Context: an optimization exercise on an open-source flow, tuned for small area. The choices shown serve that exercise and are no tape-out recipe.
Function was not checked in any run shown here: the RTL went through the layout flow alone.
Power figures rest on the tool's default switching activity, not on a simulated workload.

==> flow/flow/run.sh <==
#!/bin/bash
# Own layout flow: the standard ORFS flow (standard.sh) with two changes:
#  - synthesis runs synth_recipe.tcl with Yosys's abc pass pointed at an
#    area-oriented ABC mapping script (flow/abc_area.script);
#  - no full/half-adder extraction before ABC (ADDER_MAP_FILE empty);
#  - the port buffers that global placement inserts are buf_1 cells.
set -euo pipefail
W=$(pwd)
{ head -1 synth_recipe.tcl; cat flow/my_abc_proc.tcl; tail -n +2 synth_recipe.tcl; } > my_synth.tcl
export MY_ABC_SCRIPT=$W/flow/abc_area.script
bash standard.sh SYNTH_SCRIPT=$W/my_synth.tcl \
  "BUFFER_PORTS_ARGS=-buffer_cell sky130_fd_sc_hd__buf_1" ADDER_MAP_FILE= finish > standard_flow.log 2>&1
==> flow/flow/abc_area.script <==
strash
&get -n
&dch -f
&nf -R 1000
&put
==> flow/flow/my_abc_proc.tcl <==
# Yosys's abc pass runs the ABC script named by MY_ABC_SCRIPT instead of
# ORFS's abc_area/abc_speed script; everything else is synth_recipe.tcl.
proc abc {args} {
  if {[info exists ::env(MY_ABC_SCRIPT)] && $::env(MY_ABC_SCRIPT) ne ""} {
    set i [lsearch $args -script]
    if {$i >= 0} { set args [lreplace $args [expr {$i+1}] [expr {$i+1}] $::env(MY_ABC_SCRIPT)] }
  }
  puts "my_synth: abc [lsearch -inline -all $args *.script]"
  yosys abc {*}$args
}
==> flow/standard.sh <==
#!/bin/bash
# synth_recipe.tcl (not shown) runs the flow's synth.tcl, then flattens the netlist and writes it again
# the make line also repeats each setting of config.mk as NAME=value (left out here)
make -C /OpenROAD-flow-scripts/flow DESIGN_CONFIG=/design/flow/config.mk WORK_HOME=/design/flow/orfs CLKGATE_MAP_FILE= SYNTH_SCRIPT=/design/flow/synth_recipe.tcl "${@:-finish}"
==> flow/config.mk <==
export PLATFORM = sky130hd
export DESIGN_NAME = alu
export DESIGN_NICKNAME = alu
export VERILOG_FILES = /design/flow/design.v
export SDC_FILE = /design/flow/constraint.sdc
export NUM_CORES = 4
export LEC_CHECK = 0
export ABC_AREA = 1
export CAP_MARGIN = 20
export CORE_MARGIN = 2
export CORE_UTILIZATION = 40
export CTS_BUF_LIST = sky130_fd_sc_hd__clkbuf_8
export CTS_CLUSTER_DIAMETER = 100
export CTS_CLUSTER_SIZE = 40
export SLEW_MARGIN = 20
==> flow/constraint.sdc <==
create_clock -name core_clock -period 6.5 [get_ports {clk}]
set_input_delay 1.3000 -clock core_clock [delete_from_list [all_inputs] [get_ports {clk}]]
set_output_delay 1.3000 -clock core_clock [all_outputs]
set_load 0.01 [all_outputs]
==> flow/design.v <==
module alu (
    input clk,
    input [31:0] a,
    input [31:0] b,
    input [4:0] op,
    output reg [31:0] out,
    output wire zflag,
    output reg nflag,
    output reg cflag,
    output reg vflag,
    output wire sflag,
    output reg hflag
);
    assign sflag = nflag ^ vflag;
    wire valid  = ~op[4] & ((~op[3] & (op[2] | op[0])) | (op[3] & ~op[2] & ~(op[1] & op[0])));
    wire op_ld  = ~op[3] & ~op[2] & ~op[1];           
    wire upd_o  = valid;
    wire upd_f  = valid & ~op_ld;
    wire op_add = ~op[2] & op[1] & op[0];             
    wire op_sub = op[2] & ~op[1] & ~op[0];            
    wire op_and = op[2] & ~op[1] & op[0];             
    wire op_or  = op[2] & op[1] & ~op[0];             
    wire op_xor = op[2] & op[1] & op[0];              
    wire op_sh  = op[3] & (op[1] | op[0]);            
    wire op_sl  = op[3] & op[0];                      
    wire op_sr  = op[3] & op[1];                      
    wire arith  = op_add | op_sub;
    wire bsel1 = op[1] | op[3] | (op[2] & op[0]);       
    wire bsel0 = ~op[1] & ~op[0] & (op[2] | op[3]);     
    wire [31:0] bb = (b & {32{bsel1}}) | (~b & {32{bsel0}});
    wire [31:0] g  = a & bb;
    wire [31:0] t  = a | bb;
    wire [31:0] q  = a ^ bb;
    wire [7:0] bg, bp;
    genvar k;
    generate
        for (k = 0; k < 8; k = k + 1) begin : blk
            assign bg[k] = g[4*k+3] | (t[4*k+3] & g[4*k+2]) | (t[4*k+3] & t[4*k+2] & g[4*k+1])
                         | (t[4*k+3] & t[4*k+2] & t[4*k+1] & g[4*k]);
            assign bp[k] = t[4*k+3] & t[4*k+2] & t[4*k+1] & t[4*k];
        end
    endgenerate
    wire [8:0] bc;
    assign bc[0] = op[2];    
    generate
        for (k = 0; k < 8; k = k + 1) begin : bcar
            assign bc[k+1] = bg[k] | (bp[k] & bc[k]);
        end
    endgenerate
    wire [32:0] c;
    generate
        for (k = 0; k < 8; k = k + 1) begin : icar
            assign c[4*k]   = bc[k];
            assign c[4*k+1] = g[4*k]   | (t[4*k]   & c[4*k]);
            assign c[4*k+2] = g[4*k+1] | (t[4*k+1] & c[4*k+1]);
            assign c[4*k+3] = g[4*k+2] | (t[4*k+2] & c[4*k+2]);
        end
    endgenerate
    assign c[32] = bc[8];
    wire [31:0] kk  = ({32{arith}} & c[31:0]) | ({32{op_or}} & g) | ({32{op_and}} & t);
    wire [31:0] sum = q ^ kk;
    wire [15:0] hg = a[15:0] & b[15:0];
    wire [15:0] ht = a[15:0] | b[15:0];
    wire [3:0] hbg, hbp;
    generate
        for (k = 0; k < 4; k = k + 1) begin : hblk
            assign hbg[k] = hg[4*k+3] | (ht[4*k+3] & hg[4*k+2]) | (ht[4*k+3] & ht[4*k+2] & hg[4*k+1])
                          | (ht[4*k+3] & ht[4*k+2] & ht[4*k+1] & hg[4*k]);
            assign hbp[k] = ht[4*k+3] & ht[4*k+2] & ht[4*k+1] & ht[4*k];
        end
    endgenerate
    wire hc1 = hbg[0];
    wire hc2 = hbg[1] | (hbp[1] & hc1);
    wire hc3 = hbg[2] | (hbp[2] & hc2);
    wire k16 = hbg[3] | (hbp[3] & hc3);
    wire [4:0] s = b[4:0] - 5'd1;
    wire sh_ok = (b[31:6] == 26'd0) & (b[5] ? (b[4:0] == 5'd0) : (b[4:0] != 5'd0));
    wire [31:0] ar;
    generate
        for (k = 0; k < 32; k = k + 1) begin : rev
            assign ar[k] = a[31-k];
        end
    endgenerate
    wire [31:0] x  = op[1] ? ar : a;
    wire [31:0] x1 = s[0] ? {x[30:0], 1'b0} : x;
    wire [31:0] x2 = s[1] ? {x1[29:0], 2'b0} : x1;
    wire [31:0] x3 = s[2] ? {x2[27:0], 4'b0} : x2;
    wire [31:0] x4 = s[3] ? {x3[23:0], 8'b0} : x3;
    wire [31:0] sh = s[4] ? {x4[15:0], 16'b0} : x4;    
    wire en_sl = valid & op_sl & sh_ok;
    wire en_sr = valid & op_sr & sh_ok;
    wire sel_sum = valid & ~op_sh;
    wire sl0 = en_sl & ~s[4], sl1 = en_sl & s[4];
    wire sr0 = en_sr & ~s[4], sr1 = en_sr & s[4];
    wire [31:0] x4r;     
    generate
        for (k = 0; k < 32; k = k + 1) begin : rev3
            assign x4r[k] = x4[31-k];
        end
    endgenerate
    wire [31:0] res = ({32{sel_sum}} & sum)
                    | ({32{sl0}} & {x4[30:0], 1'b0})
                    | ({32{sl1}} & {x4[14:0], 17'b0})
                    | ({32{sr0}} & {1'b0, x4r[31:1]})
                    | ({32{sr1}} & {17'b0, x4r[31:17]});
    wire vv = (res[31] & ~a[31] & ~b[31]) | (~res[31] & a[31] & b[31]);
    wire n_n = res[31];
    wire v_n = (arith | op_xor | op_sh) & vv;
    wire c_n = (arith & (c[32] ^ op[2])) | (op_sh & sh_ok & sh[31]);
    wire h_n = (op_add & c[16]) | (op_sub & ~k16 & (b[15:0] != 16'd0)) | (op_sh & sh_ok & sh[15]);
    reg z_live, z_save;
    assign zflag = z_live ? (out == 32'd0) : z_save;
    wire op_ldv = valid & op_ld;
    wire [31:0] out_n = res | ({32{~upd_o}} & out);
    always @(posedge clk) begin
        out <= out_n;
        if (upd_f | op_ldv) z_live <= upd_f;
        if (op_ldv) z_save <= zflag;
        if (upd_f) begin
            nflag <= n_n;
            cflag <= c_n;
            vflag <= v_n;
            hflag <= h_n;
        end
    end
endmodule
==> notes.md, run 1 <==
* Port buffer count at approximately 110
* R2R cell count at 4
* DR vias/cell at between 6 and 7
* Area growth from synthesis to layout at 18.5%
* Final design area excluding fillers at 6480 um^2
* Net Sw Frac at 0.474
* ANT cells at 0
* Power per cell area at ~170 nW/um^2
* GR met2 Demand/Resource at 0.480
* Cells after DPL at approximately 1200
* Root Buffer: clkbuf_8
* Chip Width at 121 um
* Synth Area per Inst at approximately 6.3 um^2
* Hold Crit Class: flip-flop to flip-flop
* Worst path slowest cell: a211o_1
* Seq/Total Area, Yosys at 0.150
* Combinational Power Share at 0.564
* CP peak stage delay at roughly 0.42 ns
* Seq pwr share at 0.286
* Compound-Gate Fraction of Synth Area at 0.348
* Vias in the first global route at 6489
* R2R Path End: z_save$_DFFE_PP_
* Vias at 7263
* # H-tree levels at 2
* Status: no timing/DRC/antenna violations
* TritonCTS buffer count at 5
* Largest net degree at the start of global routing at 65
* Commonest non-fill, non-tap cells in the layout: nand2_1, nor2_1, o21ai_0
* CP startpoint: op[2]
* Core ar. at between 10000 and 15000 um^2
* Mapped Cells at between 800 and 900
* # setup viols final at 0
* Hold depth at 2
* Clk sinks at 38
* Clock Skews at 0.00339 ns
* Internal power at approximately 0.6 mW
* Sequential cell area at 821 um^2
* Share of layout cells above drive strength 1 at 0.0504
* Synth Cell Area at between 5000 and 6000 um^2
* Hold Path End: out[31]$_DFF_P_
* Crit end category: flip-flop
* Commonest non-fill, non-tap cell in the layout: nand2_1
* Final hold viol count at 0
* Hold-fix buffers, CTS at 0
* I/O pin cnt at 108
* Post-route DRC violation count at 0
* Net total in the final layout at 1082
* Worst-Margin Slew at approximately 1.1 ns
* Worst path arrival time at 6.19 ns
* CP delay by family, top: compound AO/OA/AOI/OAI gates
* Worst path bufs/invs at 3
* Tcrit/Tclk final at 0.929
* Crit path launch type: input port
* Busiest grt layer: met2
* Final Non-Filler Cells at 1187
* RSZ-0062 raised after global routing: no
* Yosys reg bits at 38
* Post-CTS setup buffers at 0
* Hold slack at about 0.48 ns
* Headroom to the max-slew limit at 0.289
* Die H at about 120 um
* Clock power frac at 0.150
* Met3 Track Usage GR at 0.0728
* WS Path Type: input port to flip-flop
* Full die area at approximately 15000 um^2
* Net switching power at between 0.5 and 0.6 mW
* Number of gates resized after cts at 0
* Multi-input combinational cell area at approximately 4700 um^2
* Post-synth ARST share at 0
* Synth Area in XOR/XNOR at 0.0369
* Post-DR wirelength/cell at around 19 um
* Synth Area in Simple Gates at 0.343
* DR iter-0 viols at between 700 and 800
* Number of max-cap violations at 0
* Detailed placement HPWL at between 15000 and 20000 um
* First-pass GRT wire length at ~35000 um
* Std cell rows at between 40 and 50
* Fillers at roughly 1400
* First-pass DRT Iterations at 6
* VDD IR max at approximately 0.13 mV
* Mux contribution to synthesized area at 0.113
* Post-synthesis adder-cell area fraction at 0.00366
* Deepest clock path buffer count at 2
* GP Congestion at between 1 and 1.5
* Initial Util at 0.411
* Synth cell types at 44
* Initial antenna violation count at 1
* Synth Warn # at 1
* Largest family of logic cells by synthesized area: compound AO/OA/AOI/OAI gates
* Post-synth top flop: dfxtp_1
* Total GRT Usage at 0.308
* Clock transition at path regs at 0.07 ns
* Worst Path Max Fanout at 9
* R2R Setup Slk at 4.67 ns
* Final ANT Viol Nets at 0
* Power Total at around 1.1 mW
* CTS tree: done
* Hold Crit Start: out[31]$_DFF_P_
* EDFF count, synth at 6
* Slew Viols, Final at 0
* Fin crit period at roughly 6.0 ns
* GR Util met1 at 0.399
* Reg2reg start: out[23]$_DFF_P_
* Clk Latency, worst-skew pair at around 0.30 ns
* Overflow after GRT at 0
* Crit path required time at 6.65 ns
* Peak Freq at 166 MHz
* Placed inst area at ~6400 um^2
* LEAKAGE at between 2 and 2.5 nW
* Syn Nets at approximately 940
* Routed wire length at ~23000 um
-- layer usage --
metal  vias up  routed length (um)
met5         -                  13
met4         2                1240
met3        63                2260
met2       378                9830
met1      3263                9380
li1       3557                   -
-- sequential cells by signal (all words and copies together) (netlist names) --
name	count
cflag	1
hflag	1
nflag	1
out	32
vflag	1
z_live	1
z_save	1
-- cells in the mapped netlist, drive strengths merged, types with 4 or more instances --
cell type	n	area, um^2
dfxtp	32	641
mux2i	37	370
nand2	180	676
nand4	7	43.8
nor2b	10	62.6
a22oi	9	67.6
nand2b	9	56.3
a21oi	69	345
nand3	35	175
a21o	8	60.1
a221oi	8	70.1
a22o	5	43.8
o211ai	22	165
and2	16	100
edfxtp	6	180
nor4	15	93.8
nor2	122	458
a31oi	9	56.3
xor2	5	43.8
o21ai	113	566
a222oi	16	160
mux2	22	248
o22ai	15	93.8
or3	4	25.0
clkinv	7	26.3
o31ai	4	30.0
or2	18	113
nor3	9	45.0
o221ai	11	96.3
xnor2	18	158
-- metrics by stage --
step	setup WS [ns]	utilization	setup TNS [ns]
floorplan	0.346	-	0
global placement	0.249	0.479	0
detailed placement	-0.0398	0.479	-0.0398
CTS	0.255	0.485	0
global route	0.0297	0.487	0
finish	0.464	0.487	0
-- worst register-to-register path: stages (launching register included) --
cell	delay, ns
dfxtp_1	0.34
nor4_1	0.65
nand4_1	0.18
nor2_1	0.31
mux2_1	0.21
-- logic make-up (layout without fill, tap and decap cells) --
| group | after synthesis | count (layout) |
|---|---|---|
| flip-flops | 38 | 38 |
| AND/OR/NAND/NOR | 429 | 429 |
| AO/OA/AOI/OAI | 307 | 307 |
| XOR/XNOR | 23 | 23 |
| adder cells (fa/ha/maj) | 2 | 2 |
| multiplexers | 59 | 59 |
| buffers and inverters | 7 | 153 |
-- worst max-delay path by stage --
stage                           end  cells past startpoint  slack (ns)
floorplan           vflag$_DFFE_PP_                     26        0.35
finish              vflag$_DFFE_PP_                     29        0.46
CTS                 vflag$_DFFE_PP_                     29        0.26
global placement    vflag$_DFFE_PP_                     29        0.25
detailed placement  vflag$_DFFE_PP_                     29       -0.04
global route        vflag$_DFFE_PP_                     28        0.03
-- area by class of cell --
cell class | instances | share of cell area
sequential | 38 | 0.127
inverter | 7 | 0.00406
timing repair buffer | 140 | 0.101
multi-input combinational | 820 | 0.722
clock buffer | 6 | 0.0127
tap | 176 | 0.0340
-- power by group through the flow --
stage | registers (mW) | clock network, mW | logic, mW
finish | 0.320 | 0.167 | 0.629
global route | 0.325 | 0.179 | 0.691
CTS | 0.319 | 0.170 | 0.611
detailed placement | 0.325 | 0 | 0.608
global placement | 0.325 | 0 | 0.608
floorplan | 0.337 | 0 | 0.367
==> inputs of run 2 (changes only) <==
--- a/flow/design.v
+++ b/flow/design.v
@@ -4,7 +4,7 @@
     input [31:0] b,
     input [4:0] op,
     output reg [31:0] out,
-    output wire zflag,
+    output reg zflag,
     output reg nflag,
     output reg cflag,
     output reg vflag,
@@ -81,8 +81,8 @@
             assign ar[k] = a[31-k];
         end
     endgenerate
-    wire [31:0] x  = op[1] ? ar : a;
-    wire [31:0] x1 = s[0] ? {x[30:0], 1'b0} : x;
+    wire [31:0] x1 = ({32{~op[1] & ~s[0]}} & a) | ({32{~op[1] & s[0]}} & {a[30:0], 1'b0})
+                   | ({32{op[1] & ~s[0]}} & ar) | ({32{op[1] & s[0]}} & {ar[30:0], 1'b0});
     wire [31:0] x2 = s[1] ? {x1[29:0], 2'b0} : x1;
     wire [31:0] x3 = s[2] ? {x2[27:0], 4'b0} : x2;
     wire [31:0] x4 = s[3] ? {x3[23:0], 8'b0} : x3;
@@ -104,19 +104,16 @@
                     | ({32{sr0}} & {1'b0, x4r[31:1]})
                     | ({32{sr1}} & {17'b0, x4r[31:17]});
     wire vv = (res[31] & ~a[31] & ~b[31]) | (~res[31] & a[31] & b[31]);
+    wire z_n = (res == 32'd0);
     wire n_n = res[31];
     wire v_n = (arith | op_xor | op_sh) & vv;
     wire c_n = (arith & (c[32] ^ op[2])) | (op_sh & sh_ok & sh[31]);
     wire h_n = (op_add & c[16]) | (op_sub & ~k16 & (b[15:0] != 16'd0)) | (op_sh & sh_ok & sh[15]);
-    reg z_live, z_save;
-    assign zflag = z_live ? (out == 32'd0) : z_save;
-    wire op_ldv = valid & op_ld;
     wire [31:0] out_n = res | ({32{~upd_o}} & out);
     always @(posedge clk) begin
         out <= out_n;
-        if (upd_f | op_ldv) z_live <= upd_f;
-        if (op_ldv) z_save <= zflag;
         if (upd_f) begin
+            zflag <= z_n;
             nflag <= n_n;
             cflag <= c_n;
             vflag <= v_n;
==> flow/flow/abc_area.script (replaced) <==
strash
&get -n
&dch
&nf -R 1000
&put
==> notes.md, run 2 <==
* Mapped Cells at between 800 and 900
* Slew Viols, Final at 0
* Post-CTS setup buffers at 0
* LEAKAGE at approximately 2.7 nW
* Post-synth top flop: dfxtp_1
* Worst Path Max Fanout at 21
* Number of gates resized after cts at 0
* Final hold viol count at 0
* TritonCTS buffer count at 5
* GP Congestion at 1.03
* Clk sinks at 37
* Synth Cell Area at between 5000 and 6000 um^2
* Clk Latency, worst-skew pair at approximately 0.29 ns
* CP cell instances: buf_1 > buf_4 > nor2_1 > buf_12 > a222oi_1 > a21boi_0 > a21oi_1 > o21ai_1 > a21oi_1 > a222oi_1 > o21ai_0 > nand2b_1 > or4_1 > or4_1 > nor4_1 > nand4b_1 > nor3_1 > nand3_1 > nor3_1 > nand3_1 > nor4_1
* Total GRT Usage at 0.320
* # setup viols final at 0
* Std cell rows at 42
* Post-layout util at 0.515
* Seq/Total Area, Yosys at 0.146
* Final ANT Viol Nets at 0
* Cells after DPL at ~1200
* Crit path required time at about 6.6 ns
* Share of layout cells above drive strength 1 at 0.0840
* Hold slack at approximately 0.43 ns
* Final design area excluding fillers at 6820 um^2
* Yosys top cell area share at 0.146
* Routed wire length at 23700 um
* Net Sw Frac at 0.444
* RSZ-0062 raised after global routing: no
* Internal power at roughly 0.7 mW
* Clock power frac at 0.188
* Detailed placement HPWL at around 19000 um
* Number of max-cap violations at 0
* Commonest non-fill, non-tap cells in the layout: nand2_1, nor2_1, buf_1
* Worst-Margin Slew at just over 0.9 ns
* Commonest non-fill, non-tap cell in the layout: nand2_1
* Max reg flops at 32
* Port buffer count at 107
* Syn Nets at between 900 and 1000
* Initial antenna violation count at 0
* Crit path launch type: input port
* Overflow after GRT at 0
* Deepest clock path buffer count at 2
* Hold Crit Class: flip-flop to flip-flop
* Vias at around 7700
* Fin crit period at between 6 and 7 ns
* Yosys reg bits at 37
* Most frequent cells after synthesis: nand2_1, nor2_1, o21ai_0, a21oi_1, a222oi_1
* CP peak stage delay at around 0.47 ns
* Status: no timing/DRC/antenna violations
* First-pass DRT Iterations at 11
* EDFF count, synth at 5
* Worst path slowest cell: or4_1
* Post-route DRC violation count at 0
* Tcrit/Tclk final at 0.940
* Placed inst area at approximately 6700 um^2
* Synth Warn # at 1
* Die H at ~120 um
* I/O pin cnt at approximately 110
* Synth Area per Inst at between 6 and 7 um^2
* DR vias/cell at 6.20
* Peak Freq at 164 MHz
* Seq pwr share at 0.245
* Worst path arrival time at about 6.2 ns
* Fillers at about 1400
* Net switching power at 0.543 mW
* DR iter-0 viols at ~1100
* Synth cell types at 45
* Dominant cells by area after synthesis: nand2_1, dfxtp_1, o21ai_0
* VDD IR max at about 0.11 mV
* Top reg by flops: out
* Final Non-Filler Cells at 1235
* Hold-fix buffers, CTS at 0
* Full die area at 14500 um^2
* Post-DR wirelength/cell at 19.2 um
* Headroom to the max-slew limit at 0.383
* Net total in the final layout at roughly 1100
* Power per cell area at approximately 180 nW/um^2
* Most common cell in the netlist: nand2_1
* CTS tree: done
* # H-tree levels at 2
* Final setup TNS at 0 ns
* ANT cells at 0
* Core ar. at about 13000 um^2
* First-pass GRT wire length at 36800 um
* Vias in the first global route at approximately 6700
* Largest net degree at the start of global routing at 33
* Combinational Power Share at 0.567
* Chip Width at 121 um
* Post-synth ARST share at 0
* Crit end category: flip-flop
* Root Buffer: clkbuf_8
* Initial Util at 0.410
* Clock transition at path regs at approximately 0.070 ns
* Clock Skews at 0 ns
* WS Path Type: input port to flip-flop
* Synth area leader: nand2_1
* Area growth from synthesis to layout at 25.5%
-- run 2: cell count changes after synthesis, sizes merged, moves of 14 or more --
cell	delta
mux2	-22
nand3	-17
a222oi	+23
mux2i	-28
o211ai	-15
xnor2	+14
nand2	+31
a21o	+16
-- run 2: cell type report --
class / count / area, um^2 / share of cell area
clock buffer: 5 / 68.8 / 0.0101
clock inverter: 3 / 65.1 / 0.00954
inverter: 2 / 7.51 / 0.00110
multi-input combinational: 835 / 4700 / 0.689
sequential: 37 / 791 / 0.116
tap: 176 / 220 / 0.0323
timing repair buffer: 177 / 968 / 0.142
-- run 2: kinds of logic after synthesis --
logic type / Yosys count / synth area share
and+or+nand+nor: 446 / 0.356
muxes: 9 / 0.0166
AOI/OAI and AO/OA: 339 / 0.415
xor gates and xnor gates: 41 / 0.0661
buffers and inverters: 2 / 0.00138
DFF: 37 / 0.146
-- run 2: routing by layer --
| metal | global-route usage | wire length [um] | up-vias |
|---|---|---|---|
| met5 | 0 | 0 | - |
| met4 | 0.144 | 1110 | 0 |
| met3 | 0.0358 | 2160 | 69 |
| met2 | 0.505 | 10300 | 412 |
| met1 | 0.437 | 10100 | 3463 |
| li1 | - | - | 3717 |
-- run 2: path summary, 6_finish.rpt --
check	slack, ns	start	to	cells past startpoint
setup / recovery	0.39	op[1]	zflag$_DFFE_PP_	21
hold / removal	0.43	out[18]$_DFF_P_	out[18]$_DFF_P_	2
setup reg to reg	5.90	out[5]$_DFF_P_	out[5]$_DFF_P_	1
hold reg to reg	0.43	out[18]$_DFF_P_	out[18]$_DFF_P_	2
-- run 2: power by group through the flow --
stage	Combinational, mW	Clock [mW]	Sequential [mW]
after global routing	0.754	0.247	0.306
after detailed placement	0.669	0	0.306
after floorplan	0.372	0	0.326
after global placement	0.667	0	0.304
after CTS	0.671	0.235	0.301
final	0.693	0.230	0.300
-- run 2: per-stage QoR --
step	power [mW]	setup WS (ns)
after global routing	1.31	0.0196
after floorplan	0.698	0.144
after global placement	0.971	-0.0150
after CTS	1.21	0.131
final	1.22	0.388
after detailed placement	0.975	-0.137
-- run 2: worst max-delay path: cells and delay by family --
kind / cells / cell delay (ns)
AOI/OAI and AO/OA: 7 / 1.82
buffers and inverters: 3 / 0.62
and+or+nand+nor: 11 / 2.48
==> inputs of run 3 (changes only) <==
==> flow/flow/abc_area.script (replaced) <==
strash
dch
map -D 3000
==> notes.md, run 3 <==
* EDFF count, synth at 5
* Clock transition at path regs at ~0.08 ns
* Fillers at between 1500 and 2000
* Hold-fix buffers, CTS at 0
* Crit path capture: zflag$_DFFE_PP_
* Yosys reg bits at 37
* Worst Path Max Fanout at 28
* Crit path launch type: input port
* Final setup TNS at 0 ns
* Commonest non-fill, non-tap cells in the layout: nand2_1, nor2_1, clkinv_1
* DR vias/cell at between 5 and 6
* R2R Path End: out[4]$_DFF_P_
* Placed inst area at ~6700 um^2
* Post-synth ARST share at 0
* Power per cell area at between 150 and 200 nW/um^2
* Top reg by flops: out
* First-pass GRT wire length at between 40000 and 50000 um
* Mapped Cells at roughly 1100
* Synth cell types at 38
* Vias in the first global route at around 7600
* RSZ-0062 raised after global routing: no
* R2R Setup Slk at between 5 and 6 ns
* Slew Viols, Final at 0
* Vias at approximately 8300
* Post-route DRC violation count at 0
* Synth Warn # at 1
* Headroom to the max-slew limit at 0.376
* Routed wire length at around 26000 um
* Commonest non-fill, non-tap cell in the layout: nand2_1
* Fin crit period at between 5 and 6 ns
* Net total in the final layout at between 1000 and 1500
* Core ar. at 14000 um^2
* CP peak stage delay at 0.35 ns
* Port buffer count at approximately 110
* WS Path Type: input port to flip-flop
* Seq/Total Area, Yosys at 0.137
* Initial Util at 0.414
* Synth area leader: nand2_1
* Max reg flops at 32
* Syn Nets at ~1100
* Clk Latency, worst-skew pair at 0.30 ns
* GP Congestion at 1.02
* Peak Freq at approximately 170 MHz
* Crit path required time at ~6.7 ns
* Crit end category: flip-flop
* Deepest clock path buffer count at 2
* First-pass DRT Iterations at 6
* Chip Width at approximately 120 um
* Worst path bufs/invs at 3
* Post-DR wirelength/cell at about 19 um
* Worst path depth at 26
* Post-synth top flop: dfxtp_1
* DR iter-0 viols at slightly above 800
* Tcrit/Tclk final at 0.906
* Initial antenna violation count at 1
* Post-layout util at 0.485
* R2R cell count at 2
* Final hold viol count at 0
* TritonCTS buffer count at 5
* Yosys top cell area share at 0.150
* Worst path slowest cell: buf_4
* Synth Area per Inst at roughly 5.5 um^2
* LEAKAGE at between 2 and 3 nW
* Hold Crit Class: flip-flop to flip-flop
* Root Buffer: clkbuf_8
* Worst path arrival time at just over 6 ns
* Number of max-cap violations at 0
* Status: no timing/DRC/antenna violations
* Most common cell in the netlist: nand2_1
* Detailed placement HPWL at 20900 um
* Dominant cells by area after synthesis: nand2_1, o21ai_0, dfxtp_1
* Final design area excluding fillers at slightly below 7000 um^2
* Synth Cell Area at 5790 um^2
* Area growth from synthesis to layout at 17.1%
* Full die area at around 15000 um^2
* Worst-Margin Slew at approximately 0.93 ns
* Final ANT Viol Nets at 0
* Share of layout cells above drive strength 1 at 0.0543
* CP startpoint: op[1]
* Std cell rows at between 40 and 50
* VDD IR max at a little under 0.1 mV
* CTS tree: done
* Largest net degree at the start of global routing at 35
* Reg2reg start: out[4]$_DFF_P_
* CP delay by family, top: simple AND/OR/NAND/NOR gates
* # H-tree levels at 2
* Clock Skews at 0 ns
* Clk sinks at 37
* Total GRT Usage at 0.329
* Most frequent cells after synthesis: nand2_1, nor2_1, clkinv_1, o21ai_0, a21oi_1
* # setup viols final at 0
* Die H at between 100 and 150 um
* Overflow after GRT at 0
* I/O pin cnt at between 100 and 150
==> run 3: cell count changes after synthesis, moves of 21 or more <==
cell      previous run  this run
clkinv_1             2       150
o21ai_0            109       141
o22ai_1             16        45
a21o_1              24         0
nor2_1             122       156
xnor2_1             32         1
a222oi_1            39         0
nand2_1            211       232
==> run 3: metrics by stage <==
step           setup WS [ns]  hold slack, ns  power (mW)  cells
3_5_place_dp           0.309           0.442       0.882   1370
5_1_grt               0.0938           0.475        1.19   1378
4_1_cts                0.618           0.457        1.10   1378
3_3_place_gp           0.440           0.438       0.881   1370
2_1_floorplan          0.648           0.476       0.671   1052
6_report               0.612           0.454        1.11   1379
==> run 3: how the worst min path moves through the flow <==
stage,slack [ns],endpoint,depth (start not counted),from
floorplan,0.48,out[11]$_DFF_P_,2,out[11]$_DFF_P_
global placement,0.44,out[26]$_DFF_P_,2,out[26]$_DFF_P_
detailed placement,0.44,out[8]$_DFF_P_,2,out[8]$_DFF_P_
CTS,0.46,out[8]$_DFF_P_,2,out[8]$_DFF_P_
global route,0.47,out[26]$_DFF_P_,2,out[26]$_DFF_P_
finish,0.45,out[21]$_DFF_P_,2,out[21]$_DFF_P_
==> run 3: area by class of cell <==
cell class	count	area, um^2	area share
diodes	1	2.50	0.000369
clock buffers	6	82.6	0.0122
clock inverters	2	37.5	0.00553
flip-flops and latches	37	791	0.117
well taps	180	225	0.0332
multi-input cells	865	4450	0.656
inverters	150	563	0.0830
repair buffers	138	634	0.0935
==> run 3: logic make-up (layout without fill, tap and decap cells) <==
| group | after synthesis | count (layout) | share of synthesized area |
|---|---|---|---|
| mux | 7 | 7 | 0.0121 |
| buf+inv | 150 | 296 | 0.0972 |
| simple gates | 466 | 466 | 0.325 |
| other cells | 0 | 1 | 0 |
| xor+xnor | 5 | 5 | 0.00756 |
| compound gates | 387 | 387 | 0.422 |
| flops | 37 | 37 | 0.136 |
==> run 3: worst min-delay path: stages (launching register included) <==
cell and delay, ns:
dfxtp_1 0.31, nand2_1 0.06, nand2_1 0.04
==> run 3: power by group <==
group	leakage, nW	internal, mW	switching [mW]
Clock	0.0574	0.125	0.0907
Combinational	2.19	0.188	0.407
Sequential	0.310	0.275	0.0227
Total	2.56	0.588	0.520
==> run 3: metal layers <==
layer  GRT usage  vias to the layer above  routed length [um]
met5           0                        -                   0
met4       0.110                        0                 952
li1            -                     4062                   -
met1       0.445                     3682               11200
met3      0.0713                       67                2670
met2       0.519                      441               11100
==> run 3: what timing repair did <==
action,4_1_cts,5_1_grt
endpoints found under the setup margin,0,1
setup buffers,0,0
hold endpoints to repair,0,0
gates resized for setup,0,2
==> inputs of run 4 (changes only) <==
--- a/flow/design.v
+++ b/flow/design.v
@@ -4,7 +4,7 @@
     input [31:0] b,
     input [4:0] op,
     output reg [31:0] out,
-    output reg zflag,
+    output wire zflag,
     output reg nflag,
     output reg cflag,
     output reg vflag,
@@ -42,9 +42,29 @@
     endgenerate
     wire [8:0] bc;
     assign bc[0] = op[2];    
+    wire [7:0] g1, p1, g2, p2, g3;
     generate
-        for (k = 0; k < 8; k = k + 1) begin : bcar
-            assign bc[k+1] = bg[k] | (bp[k] & bc[k]);
+        for (k = 0; k < 8; k = k + 1) begin : pfx
+            if (k % 2 == 1) begin : l1
+                assign g1[k] = bg[k] | (bp[k] & bg[k-1]);
+                assign p1[k] = bp[k] & bp[k-1];
+            end else begin : l1n
+                assign g1[k] = bg[k];
+                assign p1[k] = bp[k];
+            end
+            if (k % 4 >= 2) begin : l2
+                assign g2[k] = g1[k] | (p1[k] & g1[(k/4)*4+1]);
+                assign p2[k] = p1[k] & p1[(k/4)*4+1];
+            end else begin : l2n
+                assign g2[k] = g1[k];
+                assign p2[k] = p1[k];
+            end
+            if (k >= 4) begin : l3
+                assign g3[k] = g2[k] | (p2[k] & (g2[3] | (p2[3] & bc[0])));
+            end else begin : l3n
+                assign g3[k] = g2[k] | (p2[k] & bc[0]);
+            end
+            assign bc[k+1] = g3[k];
         end
     endgenerate
     wire [32:0] c;
@@ -81,39 +101,39 @@
             assign ar[k] = a[31-k];
         end
     endgenerate
-    wire [31:0] x1 = ({32{~op[1] & ~s[0]}} & a) | ({32{~op[1] & s[0]}} & {a[30:0], 1'b0})
-                   | ({32{op[1] & ~s[0]}} & ar) | ({32{op[1] & s[0]}} & {ar[30:0], 1'b0});
+    wire [31:0] x  = op[1] ? ar : a;
+    wire [31:0] x1 = s[0] ? {x[30:0], 1'b0} : x;
     wire [31:0] x2 = s[1] ? {x1[29:0], 2'b0} : x1;
     wire [31:0] x3 = s[2] ? {x2[27:0], 4'b0} : x2;
     wire [31:0] x4 = s[3] ? {x3[23:0], 8'b0} : x3;
-    wire [31:0] sh = s[4] ? {x4[15:0], 16'b0} : x4;    
+    wire [31:0] sh = s[4] ? {x4[15:0], 16'b0} : x4;
+    wire [31:0] shr;
+    generate
+        for (k = 0; k < 31; k = k + 1) begin : rev2
+            assign shr[k] = sh[30-k];
+        end
+    endgenerate
+    assign shr[31] = 1'b0;
     wire en_sl = valid & op_sl & sh_ok;
     wire en_sr = valid & op_sr & sh_ok;
     wire sel_sum = valid & ~op_sh;
-    wire sl0 = en_sl & ~s[4], sl1 = en_sl & s[4];
-    wire sr0 = en_sr & ~s[4], sr1 = en_sr & s[4];
-    wire [31:0] x4r;     
-    generate
-        for (k = 0; k < 32; k = k + 1) begin : rev3
-            assign x4r[k] = x4[31-k];
-        end
-    endgenerate
     wire [31:0] res = ({32{sel_sum}} & sum)
-                    | ({32{sl0}} & {x4[30:0], 1'b0})
-                    | ({32{sl1}} & {x4[14:0], 17'b0})
-                    | ({32{sr0}} & {1'b0, x4r[31:1]})
-                    | ({32{sr1}} & {17'b0, x4r[31:17]});
+                    | ({32{en_sl}} & {sh[30:0], 1'b0})
+                    | ({32{en_sr}} & shr);
     wire vv = (res[31] & ~a[31] & ~b[31]) | (~res[31] & a[31] & b[31]);
-    wire z_n = (res == 32'd0);
     wire n_n = res[31];
     wire v_n = (arith | op_xor | op_sh) & vv;
     wire c_n = (arith & (c[32] ^ op[2])) | (op_sh & sh_ok & sh[31]);
     wire h_n = (op_add & c[16]) | (op_sub & ~k16 & (b[15:0] != 16'd0)) | (op_sh & sh_ok & sh[15]);
+    reg z_live, z_save;
+    assign zflag = z_live ? (out == 32'd0) : z_save;
+    wire op_ldv = valid & op_ld;
     wire [31:0] out_n = res | ({32{~upd_o}} & out);
     always @(posedge clk) begin
         out <= out_n;
+        if (upd_f | op_ldv) z_live <= upd_f;
+        if (op_ldv) z_save <= zflag;
         if (upd_f) begin
-            zflag <= z_n;
             nflag <= n_n;
             cflag <= c_n;
             vflag <= v_n;
==> flow/flow/abc_area.script (replaced) <==
strash
&get -n
&dch
&nf -R 1000
&put
==> notes.md, run 4 <==
* Largest net degree at the start of global routing at between 50 and 60
* Post-route DRC violation count at 0
* Vias in the first global route at 6230
* Initial antenna violation count at 1
* Yosys reg bits at 38
* Hold slack at 0.479 ns
* Synth Cell Area at around 5600 um^2
* TritonCTS buffer count at 5
* Share of layout cells above drive strength 1 at 0.0355
* First-pass DRT Iterations at 6
* Commonest non-fill, non-tap cells in the layout: nand2_1, o21ai_0, nor2_1
* WS Path Type: input port to flip-flop
* Full die area at ~15000 um^2
* Crit path launch type: input port
* Total GRT Usage at 0.308
* Chip Width at roughly 120 um
* First-pass GRT wire length at 35100 um
* Port buffer count at 107
* Most common cell in the netlist: nand2_1
* Crit end category: flip-flop
* Worst path arrival time at ~5.8 ns
* Power per cell area at 185 nW/um^2
* Yosys top cell area share at 0.132
* Max reg flops at 32
* Sequential cell area at about 800 um^2
* Post-CTS setup buffers at 0
* ANT cells at 0
* DR iter-0 viols at approximately 800
* Root Buffer: clkbuf_8
* Detailed placement HPWL at around 19000 um
* Synth area leader: nand2_1
* Final ANT Viol Nets at 0
* Std cell rows at 43
* Status: no timing/DRC/antenna violations
* Net total in the final layout at approximately 1100
* Worst Path Max Fanout at 13
* Tcrit/Tclk final at 0.870
* Headroom to the max-slew limit at 0.339
* EDFF count, synth at 6
* Clk Latency, worst-skew pair at 0.31 ns
* Routed wire length at 23200 um
* Synth cell types at between 50 and 60
* Post-synth ARST share at 0
* Hold-fix buffers, CTS at 0
* Post-synth top flop: dfxtp_1
* Initial Util at 0.405
* Area growth from synthesis to layout at 16.9%
* Overflow after GRT at 0
* Core ar. at between 10000 and 15000 um^2
* Clk sinks at 38
* I/O pin cnt at 108
* Seq/Total Area, Yosys at 0.148
* Worst-Margin Slew at roughly 0.99 ns
* Fin crit period at around 5.7 ns
* Final setup TNS at 0 ns
* Fillers at between 1500 and 2000
* Slew Viols, Final at 0
* Peak Freq at roughly 180 MHz
* Clock Skews at about 0.011 ns
* CTS tree: done
* Die H at 122 um
* Final hold viol count at 0
* Mapped Cells at ~880
* Number of max-cap violations at 0
* Post-DR wirelength/cell at just under 20 um
* Synth Warn # at 1
* VDD IR max at roughly 0.096 mV
* Most frequent cells after synthesis: nand2_1, o21ai_0, nor2_1, a21oi_1, dfxtp_1
* DR vias/cell at around 6
* # H-tree levels at 2
* # setup viols final at 0
* Hold Crit Class: flip-flop to flip-flop
* Syn Nets at about 950
* Clock transition at path regs at 0.09 ns
* GP Congestion at ~1.0
* Crit path required time at between 6 and 7 ns
* LEAKAGE at between 2 and 2.5 nW
* Vias at approximately 7300
* Top reg by flops: out
* RSZ-0062 raised after global routing: no
* Commonest non-fill, non-tap cell in the layout: nand2_1
* Multi-input combinational cell area at 4740 um^2
* Synth Area per Inst at ~6.3 um^2
* Number of gates resized after cts at 0
* Deepest clock path buffer count at 2
* Dominant cells by area after synthesis: nand2_1, o21ai_0, dfxtp_1
==> run 4: cell families (layout without fill, tap and decap cells) <==
logic type,Yosys count,in the layout,share of synthesized area
and+or+nand+nor,421,421,0.329
AOI/OAI and AO/OA,339,339,0.375
muxes,48,48,0.0976
DFF,38,38,0.148
xor gates and xnor gates,29,29,0.0457
buffers and inverters,5,139,0.00338
adders and majority gates,1,1,0.00180
==> run 4: through the flow <==
| stage | util | worst slack, ns | std cells | cell area, um^2 | power (mW) |
|---|---|---|---|---|---|
| 2_1_floorplan | - | 0.626 | 881 | 5550 | 0.710 |
| 3_3_place_gp | 0.463 | 0.790 | 1187 | 6350 | 0.949 |
| 3_5_place_dp | 0.463 | 0.647 | 1187 | 6350 | 0.949 |
| 4_1_cts | 0.473 | 0.932 | 1195 | 6490 | 1.19 |
| 5_1_grt | 0.473 | 0.325 | 1195 | 6490 | 1.28 |
| 6_report | 0.473 | 0.845 | 1195 | 6490 | 1.20 |
==> run 4: routing by layer <==
metal | global-route usage | part of all wire | vias up
met2 | 0.499 | 0.45 | 354
met4 | 0.0833 | 0.021 | 2
met1 | 0.439 | 0.44 | 3328
met5 | 0 | 0.00056 | -
met3 | 0.0253 | 0.085 | 32
li1 | - | - | 3587
==> run 4: worst paths after layout <==
| kind | depth (start not counted) | end | slack [ns] | start |
|---|---|---|---|---|
| max | 21 | vflag$_DFFE_PP_ | 0.85 | op[0] |
| min | 2 | out[19]$_DFF_P_ | 0.48 | out[19]$_DFF_P_ |
| max reg2reg | 4 | z_save$_DFFE_PP_ | 5.08 | out[2]$_DFF_P_ |
| min reg2reg | 2 | out[19]$_DFF_P_ | 0.48 | out[19]$_DFF_P_ |
==> run 4: worst max-delay path, cell delays in order <==
cell      delay (ns)
buf_1           0.20
a211o_1         0.53
nand2_1         0.14
o21ai_0         0.10
or2_0           0.27
a21boi_0        0.53
clkinv_1        0.14
a31oi_1         0.30
o21ai_0         0.25
a21oi_1         0.24
or4_1           0.14
o221ai_1        0.14
a21boi_0        0.30
a21o_1          0.18
nand2_1         0.07
nand3_1         0.08
o221ai_1        0.13
xor2_1          0.20
a22oi_1         0.30
o21ai_0         0.15
a21oi_1         0.14
==> run 4: cell type report <==
| cell class | instances | share of cell area |
|---|---|---|
| multi-input cells | 838 | 0.730 |
| flip-flops and latches | 38 | 0.126 |
| repair buffers | 126 | 0.0843 |
| well taps | 180 | 0.0347 |
| clock buffers | 5 | 0.0106 |
| clock inverters | 3 | 0.0106 |
| inverters | 5 | 0.00289 |
==> run 4: where the power goes <==
group | internal, mW | leakage [nW] | switching, mW | total, mW
sequential | 0.285 | 0.319 | 0.0371 | 0.322
combinational | 0.219 | 1.98 | 0.417 | 0.635
clock | 0.154 | 0.0683 | 0.0910 | 0.245
==> inputs of run 5 (changes only) <==
==> flow/flow/abc_area.script (replaced) <==
strash
&get -n
&dch -f
&nf -R 1000
&put
==> notes.md, run 5 <==
* CP peak stage delay at ~0.53 ns
* Share of layout cells above drive strength 1 at 0.0324
* Synth area leader: nand2_1
* Port buffer count at 107
* Synth cell types at between 40 and 50
* Hold Path End: out[3]$_DFF_P_
* Initial Util at 0.406
* Crit end category: flip-flop
* Busiest grt layer: met2
* R2R Path End: z_save$_DFFE_PP_
* RSZ-0062 raised after global routing: no
* Clk sinks at 38
* Crit path top cell by count: nand2_1
* Number of gates resized after cts at 0
* LEAKAGE at roughly 2.4 nW
* Synth Cell Area at ~5600 um^2
* Fillers at 1503
* Root Buffer: clkbuf_8
* Worst-Margin Slew at approximately 1.1 ns
* Peak Freq at between 150 and 200 MHz
* Tcrit/Tclk final at 0.856
* Hold Crit Start: out[3]$_DFF_P_
* I/O pin cnt at 108
* Area growth from synthesis to layout at 16.3%
* Final hold viol count at 0
* Syn Nets at ~1000
* TritonCTS buffer count at 5
* Clock Skews at 0.00852 ns
* Detailed placement HPWL at between 15000 and 20000 um
* CTS tree: done
* Top reg by flops: out
* Crit path required time at roughly 6.6 ns
* DR iter-0 viols at about 760
* First-pass GRT wire length at around 34000 um
* Hold-fix buffers, CTS at 0
* Total GRT Usage at 0.299
* Worst Path Max Fanout at 19
* Final setup TNS at 0 ns
* GR Util met1 at 0.423
* Max reg flops at 32
* # H-tree levels at 2
* Headroom to the max-slew limit at 0.273
* Worst path arrival time at about 5.7 ns
* Post-route DRC violation count at 0
* Hold slack at 0.463 ns
* DR vias/cell at roughly 6
* GP Congestion at between 0.9 and 1
* R2R Setup Slk at 5.08 ns
* Std cell rows at 43
* VDD IR max at about 0.069 mV
* Number of max-cap violations at 0
* Chip Width at approximately 120 um
* Yosys top cell area share at 0.140
* Initial antenna violation count at 0
* Full die area at between 10000 and 15000 um^2
* Synth Warn # at 1
* First-pass DRT Iterations at 7
* Final ANT Viol Nets at 0
* Commonest non-fill, non-tap cell in the layout: nand2_1
* Crit path launch type: input port
* Power Total at 1.15 mW
* Hold Crit Class: flip-flop to flip-flop
* Final Non-Filler Cells at ~1200
* Clock transition at path regs at around 0.08 ns
* Overflow after GRT at 0
* Vias in the first global route at roughly 6200
* Vias at between 7000 and 8000
* Clk Latency, worst-skew pair at 0.30 ns
* Post-CTS setup buffers at 0
* Largest net degree at the start of global routing at 66
* EDFF count, synth at 6
* ANT cells at 0
* CP cell instances: buf_1 > nand2_1 > nand2_1 > buf_4 > nand2_1 > o21ai_0 > or2_0 > nand3_1 > nor2_1 > a21oi_1 > o21ai_0 > a21oi_1 > or4_1 > o211ai_1 > o21ai_0 > nand2_1 > nand2_1 > nand3_1 > nand3_1 > o221ai_1 > xnor2_1 > o21ai_0 > a21oi_1 > a311oi_1
* Seq/Total Area, Yosys at 0.147
* Net total in the final layout at 1118
* Worst path bufs/invs at 2
* Fin crit period at around 5.6 ns
* Post-DR wirelength/cell at about 18 um
* Post-synth top flop: dfxtp_1
* Die H at between 100 and 150 um
* GR met2 Demand/Resource at 0.454
* Most common cell in the netlist: nand2_1
* Most frequent cells after synthesis: nand2_1, nor2_1, o21ai_0, a21oi_1, dfxtp_1
* R2R cell count at 4
* Deepest clock path buffer count at 2
* # setup viols final at 0
* Routed wire length at between 20000 and 25000 um
* Dominant cells by area after synthesis: nand2_1, dfxtp_1, o21ai_0
* Cells after DPL at between 1000 and 1500
* Post-synth ARST share at 0
* Power per cell area at 177 nW/um^2
* Commonest non-fill, non-tap cells in the layout: nand2_1, nor2_1, o21ai_0
* Mapped Cells at roughly 900
* Reg2reg start: out[15]$_DFF_P_
* WS Path Type: input port to flip-flop
* Hold depth at 2
* CP delay by family, top: simple AND/OR/NAND/NOR gates
* Core ar. at about 14000 um^2
* Met3 Track Usage GR at 0.0454
* Synth Area per Inst at 6.09 um^2
* Status: no timing/DRC/antenna violations
* Slew Viols, Final at 0
* Worst path slowest cell: or4_1
* Yosys reg bits at 38
[run 5: logic make-up after synthesis]
kind of cell	after synthesis	synth area share
simple gates	465	0.356
compound gates	318	0.344
xor+xnor	41	0.0645
mux	41	0.0782
flops	38	0.147
buf+inv	10	0.00674
fa+ha+maj	2	0.00359
[run 5: final cells by class]
class / instances / area, um^2 / share of cell area
Multi-Input combinational cell: 867 / 4760 / 0.734
Timing Repair Buffer: 126 / 547 / 0.0844
Tap cell: 180 / 225 / 0.0348
Inverter: 10 / 37.5 / 0.00580
Clock buffer: 6 / 82.6 / 0.0128
Sequential cell: 38 / 821 / 0.127
Clock inverter: 2 / 7.51 / 0.00116
[run 5: metrics by stage]
step	worst slack, ns	util	area, um^2
after global routing	0.298	0.472	6480
after CTS	0.964	0.472	6480
after global placement	0.921	0.465	6390
final	0.934	0.472	6480
after detailed placement	0.646	0.465	6390
after floorplan	0.881	-	5570
[run 5: report_power, final]
group	internal, mW	leakage [nW]	total, mW	switching, mW
registers	0.286	0.319	0.322	0.0363
clock network	0.0834	0.0538	0.169	0.0855
logic	0.221	2.02	0.659	0.438
total	0.590	2.40	1.15	0.560
[run 5: how the worst max path moves through the flow]
stage,start,end,cells after the start
final,op[0],vflag$_DFFE_PP_,24
after global placement,op[0],vflag$_DFFE_PP_,24
after floorplan,op[3],vflag$_DFFE_PP_,20
after CTS,op[0],vflag$_DFFE_PP_,24
after detailed placement,op[0],vflag$_DFFE_PP_,24
after global routing,op[0],vflag$_DFFE_PP_,24
[run 5: layer usage]
| metal | up-vias | routed length (um) |
|---|---|---|
| li1 | 3627 | - |
| met1 | 3177 | 9870 |
| met2 | 358 | 9390 |
| met3 | 41 | 2260 |
| met4 | 0 | 788 |
| met5 | - | 0 |
[run 5: worst min-delay path, stage by stage, from the launching register on]
cell     delay [ns]
dfxtp_1        0.32
nand2_1        0.05
nand2_1        0.04
==> inputs of run 6 (changes only) <==
--- a/flow/design.v
+++ b/flow/design.v
@@ -31,52 +31,30 @@
     wire [31:0] g  = a & bb;
     wire [31:0] t  = a | bb;
     wire [31:0] q  = a ^ bb;
-    wire [7:0] bg, bp;
-    genvar k;
+    genvar k, j;
+    wire [15:0] bg, bp;
+    wire [32:0] c;
+    wire [16:0] bc;
+    assign bc[0] = op[2];    
     generate
-        for (k = 0; k < 8; k = k + 1) begin : blk
-            assign bg[k] = g[4*k+3] | (t[4*k+3] & g[4*k+2]) | (t[4*k+3] & t[4*k+2] & g[4*k+1])
-                         | (t[4*k+3] & t[4*k+2] & t[4*k+1] & g[4*k]);
-            assign bp[k] = t[4*k+3] & t[4*k+2] & t[4*k+1] & t[4*k];
+        for (k = 0; k < 16; k = k + 1) begin : blk
+            wire [1:0] gg, pp;
+            assign gg[0] = g[2*k];
+            assign pp[0] = t[2*k];
+            for (j = 1; j < 2; j = j + 1) begin : bj
+                assign gg[j] = g[2*k+j] | (t[2*k+j] & gg[j-1]);
+                assign pp[j] = t[2*k+j] & pp[j-1];
+            end
+            assign bg[k] = gg[1];
+            assign bp[k] = pp[1];
+            assign bc[k+1] = bg[k] | (bp[k] & bc[k]);
+            assign c[2*k] = bc[k];
+            for (j = 1; j < 2; j = j + 1) begin : cj
+                assign c[2*k+j] = g[2*k+j-1] | (t[2*k+j-1] & c[2*k+j-1]);
+            end
         end
     endgenerate
-    wire [8:0] bc;
-    assign bc[0] = op[2];    
-    wire [7:0] g1, p1, g2, p2, g3;
-    generate
-        for (k = 0; k < 8; k = k + 1) begin : pfx
-            if (k % 2 == 1) begin : l1
-                assign g1[k] = bg[k] | (bp[k] & bg[k-1]);
-                assign p1[k] = bp[k] & bp[k-1];
-            end else begin : l1n
-                assign g1[k] = bg[k];
-                assign p1[k] = bp[k];
-            end
-            if (k % 4 >= 2) begin : l2
-                assign g2[k] = g1[k] | (p1[k] & g1[(k/4)*4+1]);
-                assign p2[k] = p1[k] & p1[(k/4)*4+1];
-            end else begin : l2n
-                assign g2[k] = g1[k];
-                assign p2[k] = p1[k];
-            end
-            if (k >= 4) begin : l3
-                assign g3[k] = g2[k] | (p2[k] & (g2[3] | (p2[3] & bc[0])));
-            end else begin : l3n
-                assign g3[k] = g2[k] | (p2[k] & bc[0]);
-            end
-            assign bc[k+1] = g3[k];
-        end
-    endgenerate
-    wire [32:0] c;
-    generate
-        for (k = 0; k < 8; k = k + 1) begin : icar
-            assign c[4*k]   = bc[k];
-            assign c[4*k+1] = g[4*k]   | (t[4*k]   & c[4*k]);
-            assign c[4*k+2] = g[4*k+1] | (t[4*k+1] & c[4*k+1]);
-            assign c[4*k+3] = g[4*k+2] | (t[4*k+2] & c[4*k+2]);
-        end
-    endgenerate
-    assign c[32] = bc[8];
+    assign c[32] = bc[16];
     wire [31:0] kk  = ({32{arith}} & c[31:0]) | ({32{op_or}} & g) | ({32{op_and}} & t);
     wire [31:0] sum = q ^ kk;
     wire [15:0] hg = a[15:0] & b[15:0];
==> flow/flow/abc_area.script (replaced) <==
strash
&get -n
&dch
&nf -R 1000
&put
==> notes.md, run 6 <==
* Detailed placement HPWL at ~16000 um
* Port buffer count at about 110
* ANT cells at 0
* Post-route DRC violation count at 0
* Power Total at between 1 and 1.5 mW
* DR vias/cell at between 5 and 6
* Chip Width at roughly 120 um
* Hold Crit Class: flip-flop to flip-flop
* Commonest non-fill, non-tap cell in the layout: nand2_1
* Seq/Total Area, Yosys at 0.151
* Crit path top cell by count: nand3_1
* # setup viols final at 0
* Yosys reg bits at 38
* Status: no timing/DRC/antenna violations
* Post-DR wirelength/cell at ~17 um
* Synth area leader: nand2_1
* Clk sinks at 38
* VDD IR max at about 0.072 mV
* Crit path required time at roughly 6.6 ns
* Fin crit period at a little over 6 ns
* Hold-fix buffers, CTS at 0
* Max reg flops at 32
* Initial Util at 0.409
* GP Congestion at slightly above 1
* Top reg by flops: out
* Final design area excluding fillers at around 6700 um^2
* Total GRT Usage at 0.279
* Worst path slowest cell: o211ai_1
* Synth cell types at 42
* Overflow after GRT at 0
* I/O pin cnt at 108
* Fillers at around 1400
* Headroom to the max-slew limit at 0.413
* Synth Area per Inst at ~6.2 um^2
* PnR worst setup slack at ~0.42 ns
* Final hold viol count at 0
* Slew Viols, Final at 0
* Worst-Margin Slew at between 0.8 and 0.9 ns
* Final ANT Viol Nets at 0
* Peak Freq at about 160 MHz
* TritonCTS buffer count at 5
* # H-tree levels at 2
* Mapped Cells at ~870
* Number of max-cap violations at 0
* Die H at around 120 um
* Largest net degree at the start of global routing at 64
* Most common cell in the netlist: nand2_1
* Post-synth ARST share at 0
* Initial antenna violation count at 0
* Clock transition at path regs at 0.07 ns
* Dominant cells by area after synthesis: nand2_1, dfxtp_1, o21ai_0
* Cells after DPL at approximately 1200
* First-pass DRT Iterations at 5
* LEAKAGE at ~2.7 nW
* CTS tree: done
* Net total in the final layout at 1117
* Crit end category: flip-flop
* Routed wire length at roughly 21000 um
* DR iter-0 viols at 652
* Std cell rows at 42
* Area growth from synthesis to layout at 23.4%
* Share of layout cells above drive strength 1 at 0.0849
* Final setup TNS at 0 ns
* Yosys top cell area share at 0.156
* First-pass GRT wire length at between 30000 and 40000 um
* Final Non-Filler Cells at approximately 1200
* Full die area at 14500 um^2
* Placed inst area at 6520 um^2
* CP peak stage delay at ~0.38 ns
* Dpl ws at -0.289 ns
* Vias in the first global route at a little over 6000
* Worst path arrival time at 6.13 ns
* Post-layout util at 0.505
* Deepest clock path buffer count at 2
* Clock Skews at ~0.0075 ns
* Tcrit/Tclk final at 0.935
* Clk Latency, worst-skew pair at 0.29 ns
* Root Buffer: clkbuf_8
* Crit path launch type: input port
* Vias at between 7000 and 8000
* WS Path Type: input port to flip-flop
* Core ar. at between 10000 and 15000 um^2
* Synth Warn # at 1
* Commonest non-fill, non-tap cells in the layout: nand2_1, buf_1, nor2_1
* Power per cell area at about 170 nW/um^2
* EDFF count, synth at 6
* Synth Cell Area at ~5400 um^2
* Syn Nets at about 940
* Hold slack at 0.480 ns
* Worst Path Max Fanout at 8
* Post-synth top flop: dfxtp_1
* Most frequent cells after synthesis: nand2_1, o21ai_0, nor2_1, a21oi_1, nand3_1
[run 6: cell count changes after synthesis, moves of 11 or more]
| cell | delta |
|---|---|
| xnor2_1 | -22 |
| o21ai_0 | -29 |
| mux2i_1 | +11 |
| or2_0 | +15 |
| o221ai_1 | -13 |
| nand2_1 | +18 |
| xor2_1 | +16 |
| nor2_1 | -51 |
| nand3_1 | +26 |
[run 6: path summary, 6_finish.rpt]
| check | start | to | slack, ns | cells after the start |
|---|---|---|---|---|
| worst max-delay path | op[1] | vflag$_DFFE_PP_ | 0.42 | 38 |
| worst min-delay path | out[14]$_DFF_P_ | out[14]$_DFF_P_ | 0.48 | 2 |
| worst max register to register | out[23]$_DFF_P_ | z_save$_DFFE_PP_ | 5.00 | 4 |
| worst min register to register | out[14]$_DFF_P_ | out[14]$_DFF_P_ | 0.48 | 2 |
[run 6: repair_timing]
action,in CTS,in global routing
setup endpoints to repair,0,5
gates resized for setup,0,20
buffers inserted,0,2
[run 6: cell families (layout without fill, tap and decap cells)]
kind of cell    count (synthesis)  count (layout)  synth area share
simple gates                  453             453             0.362
buf+inv                         1             176          0.000692
xor+xnor                       35              35            0.0565
flops                          38              38             0.151
mux                            50              50            0.0964
fa+ha+maj                       1               1           0.00185
compound gates                295             295             0.331
[run 6: area by class of cell]
class	instances	area [um^2]	area share
timing repair buffer	167	862	0.129
clock buffer	6	82.6	0.0123
tap	176	220	0.0329
clock inverter	2	8.76	0.00131
sequential	38	821	0.123
inverter	1	3.75	0.000561
multi-input combinational	834	4690	0.701
[run 6: layer usage]
layer / vias up / part of all wire / GRT usage
met4: 0 / 0.019 / 0.0719
met2: 283 / 0.44 / 0.433
li1: 3594 / - / -
met3: 23 / 0.070 / 0.0175
met1: 3223 / 0.47 / 0.419
met5: - / 0 / 0
[run 6: worst max-delay path, delay by kind of cell]
kind / cells / cell delay, ns
xor+xnor: 1 / 0.08
compound gates: 16 / 2.51
buf+inv: 2 / 0.27
simple gates: 19 / 1.98
[run 6: power by group]
part	switching, mW	internal (mW)
clock	0.0829	0.0840
combinational	0.413	0.236
sequential	0.0357	0.285
total	0.532	0.605

==> static timing again, ports no longer ideal <==
No port has a modelled driver above. Below, the same layouts with a new extraction and two added sets of constraints.
Step 1: set_driving_cell puts a clkbuf_16 on clk and a buf_2 on each other input, an assumption about the parent block.
Step 2 times the ports against the registers' clock, not the clock port: input delays grow and output delays shrink by t, the midpoint of the rising clock arrivals with the driver on.
Three values: ideal, step 1, step 2; two values: the first two.
run	t (ns)	setup WS [ns]	worst hold slack (ns)	worst setup path after step 2
run 1	0.340	0.464 / 0.468 / 0.128	0.481 / 0.481 / 0.481	input to register
run 2	0.312	0.388 / 0.390 / 0.078	0.433 / 0.433 / 0.433	input to register
run 3	0.321	0.612 / 0.612 / 0.292	0.454 / 0.454 / 0.454	input to register
run 4	0.336	0.845 / 0.857 / 0.521	0.479 / 0.479 / 0.479	input to register
run 5	0.326	0.934 / 0.941 / 0.616	0.463 / 0.463 / 0.463	input to register
run 6	0.326	0.424 / 0.439 / 0.113	0.480 / 0.480 / 0.480	input to register
After both steps setup and hold are still met in every run listed. For run 1, which loses most, drivers alone change the setup slack by +0.004 ns; drivers and shift together by -0.336 ns.
